From an optimization exercise on the open Yosys and OpenROAD flow, aimed at small area, a short achievable clock period and few clock cycles; shortcuts taken in it are not production practice.
Function was checked by simulation only, so behaviour that the tests miss may differ from the original.
Power is estimated from default activity; no workload was simulated.

== P ==
## psudolegal_board
module psudolegal_board(
  input logic clk,
  input logic rst,
  input logic        in_pos_valid,
  input logic [3:0]  in_pos_data,
  input logic        in_pos_sop,
  input logic        in_pos_eop,
  input logic        in_wtp,
  input logic [3:0]  in_castle,
  input logic [3:0]  in_ep,
  input logic       start,
  output reg        o_uci_valid,
  output reg [20:0] o_uci_data,
  output reg        o_uci_sop,
  output reg        o_uci_eop
  );
  reg [255:0] bdv;
  always @(posedge clk)
    if (in_pos_valid) bdv <= {bdv[251:0], in_pos_data};
  reg       wtp_r;
  reg [3:0] cas_r;
  reg [3:0] ep_r;
  always @(posedge clk) begin
    wtp_r <= in_wtp;
    cas_r <= in_castle;
    ep_r  <= in_ep;
  end
  function automatic [5:0] pidx(input [2:0] r, input [2:0] f);
    pidx = {r, ~f};
  endfunction
  wire [63:0] occ, colw, own;
  genvar gi;
  generate
    for (gi = 0; gi < 64; gi = gi + 1) begin : sq
      assign occ[gi]  = |bdv[gi*4 +: 3];
      assign colw[gi] = bdv[gi*4 + 3];
      assign own[gi]  = occ[gi] & (colw[gi] == wtp_r);
    end
  endgenerate
  function automatic [3:0] sqv(input [255:0] b, input integer p);
    sqv = b[p*4 +: 4];
  endfunction
  reg  [5:0] cnt;      
  reg        vld_d;    
  always @(posedge clk) begin
    if (in_pos_valid) cnt <= in_pos_sop ? 6'd1 : cnt + 6'd1;
    vld_d <= in_pos_valid;
  end
  wire [2:0] wj = cnt[2:0] + 3'd6;    
  function automatic ray(input [255:0] b, input integer p0, input integer st,
  ...
Size: roughly 2400 cells after synthesis, about 380 flip-flops, roughly 43 I/O pins.
export LEC_CHECK = 0
export ABC_AREA = 1
export CAP_MARGIN = 40
export CORE_MARGIN = 2
export CORE_UTILIZATION = 60
export CTS_CLUSTER_DIAMETER = 120
export CTS_CLUSTER_SIZE = 25
export PLACE_DENSITY = 0.7
export SETUP_SLACK_MARGIN = 1.0
export SLEW_MARGIN = 40
create_clock -name core_clock -period 13.0 [get_ports {clk}]
standard.sh (not shown) runs the stock make flow with config.mk's settings and CLKGATE_MAP_FILE= SYNTH_SCRIPT=/design/flow/synth_recipe.tcl, a recipe that flattens the netlist after the stock synthesis.
==> flow/flow/run.sh <==
#!/bin/bash
set -euo pipefail
bash standard.sh SETUP_SLACK_MARGIN=9.5 finish > flow.log 2>&1
Testbench counts of P, summed over its fixed seeds: cycles 117,286.
Modified inputs, Q compared to P
# P
export LEC_CHECK = 0
export ABC_AREA = 1
export CAP_MARGIN = 40
export CORE_MARGIN = 2
export CORE_UTILIZATION = 60
export CTS_CLUSTER_DIAMETER = 120
export CTS_CLUSTER_SIZE = 25
export PLACE_DENSITY = 0.7
export SETUP_SLACK_MARGIN = 1.0
export SLEW_MARGIN = 40
create_clock -name core_clock -period 13.0 [get_ports {clk}]
# Q
export LEC_CHECK = 0
export ABC_AREA = 1
export CAP_MARGIN = 40
export CORE_MARGIN = 2
export CORE_UTILIZATION = 40
export CTS_CLUSTER_DIAMETER = 120
export CTS_CLUSTER_SIZE = 25
export PLACE_DENSITY = 0.6
export SETUP_SLACK_MARGIN = 1.0
export SLEW_MARGIN = 40
create_clock -name core_clock -period 13.0 [get_ports {clk}]
## What came out
- Row switching share of total power: Q higher / P lower
- Q vs. P: post-layout instance count excluding filler cells up about 8%, total track usage has decreased, cell area after layout went up by 1.4%, worst hold slack decreased by 5.7 ps relative to the old numbers, combinational power grew by about 1%.
- On post-route clock period utilization, P and Q are basically level.
- Compared Q against P; worst setup slack within noise.
- In the reports for P and Q, the smaller number of gates resized after cts belongs to P.
## Diff of input files: R against Q
# Q
export LEC_CHECK = 0
export ABC_AREA = 1
export CAP_MARGIN = 40
export CORE_MARGIN = 2
export CORE_UTILIZATION = 40
export CTS_CLUSTER_DIAMETER = 120
export CTS_CLUSTER_SIZE = 25
export PLACE_DENSITY = 0.6
export SETUP_SLACK_MARGIN = 1.0
export SLEW_MARGIN = 40
create_clock -name core_clock -period 13.0 [get_ports {clk}]
# R
export LEC_CHECK = 0
export ABC_AREA = 1
export CAP_MARGIN = 40
export CORE_MARGIN = 2
export CORE_UTILIZATION = 40
export PLACE_DENSITY = 0.6
export SETUP_SLACK_MARGIN = 1.0
export SLEW_MARGIN = 40
create_clock -name core_clock -period 13.0 [get_ports {clk}]
--- outcome ---
R has completed all stages; timing, DRC and antenna checks passed.
Compared with Q, leakage power total in R increased by a few percent.
Looking at routing usage on met2, R sits 0.51 points above Q.
In the metrics for R and Q, the one carrying the lower measured slew at the worst slew-check pin is Q.
Measured against R, the total power after layout of Q comes out at 0.820 times the reference value.
Between R and Q, the final standard cell count with taps included and fillers excluded is lower for Q.
diff inputs: R => S
# R
export LEC_CHECK = 0
export ABC_AREA = 1
export CAP_MARGIN = 40
export CORE_MARGIN = 2
export CORE_UTILIZATION = 40
export PLACE_DENSITY = 0.6
export SETUP_SLACK_MARGIN = 1.0
export SLEW_MARGIN = 40
create_clock -name core_clock -period 13.0 [get_ports {clk}]
# S
export LEC_CHECK = 0
export ABC_AREA = 1
export CAP_MARGIN = 40
export CORE_MARGIN = 2
export CORE_UTILIZATION = 60
export CTS_CLUSTER_DIAMETER = 100
export CTS_CLUSTER_SIZE = 20
export PLACE_DENSITY = 0.7
export SETUP_SLACK_MARGIN = 1.0
export SLEW_MARGIN = 40
create_clock -name core_clock -period 13.0 [get_ports {clk}]
==> flow/flow/run.sh <==
#!/bin/bash
set -euo pipefail
bash standard.sh SETUP_SLACK_MARGIN=9.3 finish > flow.log 2>&1
Results
- Going from R to S, clock sink total shows no meaningful change; met2 layer wire length in the routed design shows a reduction of 4100 um; average wire per cell in the routed design shows an increase of 1.8%.
- Diff R -> S: total power of the final layout lost 0.54 mW; global placer's final weighted congestion now larger; via count shows an increase of 0.54%.
- Compared with R, in S core utilization now sits higher; clock insertion delay at the later pin of the skew report now sits at about the same level.
--- input diff S..T ---
# S
export LEC_CHECK = 0
export ABC_AREA = 1
export CAP_MARGIN = 40
export CORE_MARGIN = 2
export CORE_UTILIZATION = 60
export CTS_CLUSTER_DIAMETER = 100
export CTS_CLUSTER_SIZE = 20
export PLACE_DENSITY = 0.7
export SETUP_SLACK_MARGIN = 1.0
export SLEW_MARGIN = 40
create_clock -name core_clock -period 13.0 [get_ports {clk}]
# T
export LEC_CHECK = 0
export CAP_MARGIN = 40
export CORE_MARGIN = 2
export CORE_UTILIZATION = 40
export PLACE_DENSITY = 0.6
export SETUP_SLACK_MARGIN = 1.0
export SLEW_MARGIN = 40
create_clock -name core_clock -period 13.0 [get_ports {clk}]
==> flow/flow/run.sh <==
#!/bin/bash
set -euo pipefail
bash standard.sh SETUP_SLACK_MARGIN=9.5 finish > flow.log 2>&1
--- outcome ---
- In summary, T completed successfully, with a layout that passed the timing, DRC and antenna checks.
- T vs S, post-route standard cell area excluding fillers went up by 6.8%.
- Wire length the detailed router placed on met1 in T vs S: up 16%
- For last weighted congestion value of the routability-driven placer, dividing the value from T by the value from S gives 0.919.
- Internal power deteriorates in T relative to S.
- Taking S as the reference, in T final clock period utilization by the worst path went up; multi-input logic portion of the cell area up 3.1 points.

port drivers added, routing unchanged:
The results above use ideal ports. As a check the final layouts listed here were re-extracted and re-timed, cells and wires unchanged. Step 1 sets driving cells, clkbuf_16 on the clock port and buf_2 on the other inputs (assumed; they add their load-dependent delay and slew). Step 2, shift: input delay + t, output delay - t, t = (earliest + latest rising clock arrival at the registers) / 2. This alone moves slack from input paths to output paths. a / b / c = ideal ports / drivers / drivers and shift; a / b = the first two.
run | t, ns | setup slack, ns | worst setup path at the end | worst slew at a driven data input, ns
P | 0.626 | 9.296 / 9.296 / 8.980 | input to register | 0.06
Q | 0.617 | 9.298 / 9.298 / 8.977 | input to register | 0.06
R | 0.641 | 9.360 / 9.330 / 8.950 | input to register | 0.06
S | 0.631 | 9.189 / 9.189 / 8.803 | input to register | 0.05
T | 0.653 | 8.950 / 8.950 / 8.910 | input to register | 0.05
After both steps setup and hold are still met in every run listed. The setup slack of R, which loses most, moves by -0.030 ns with the drivers and by -0.410 ns with both steps.
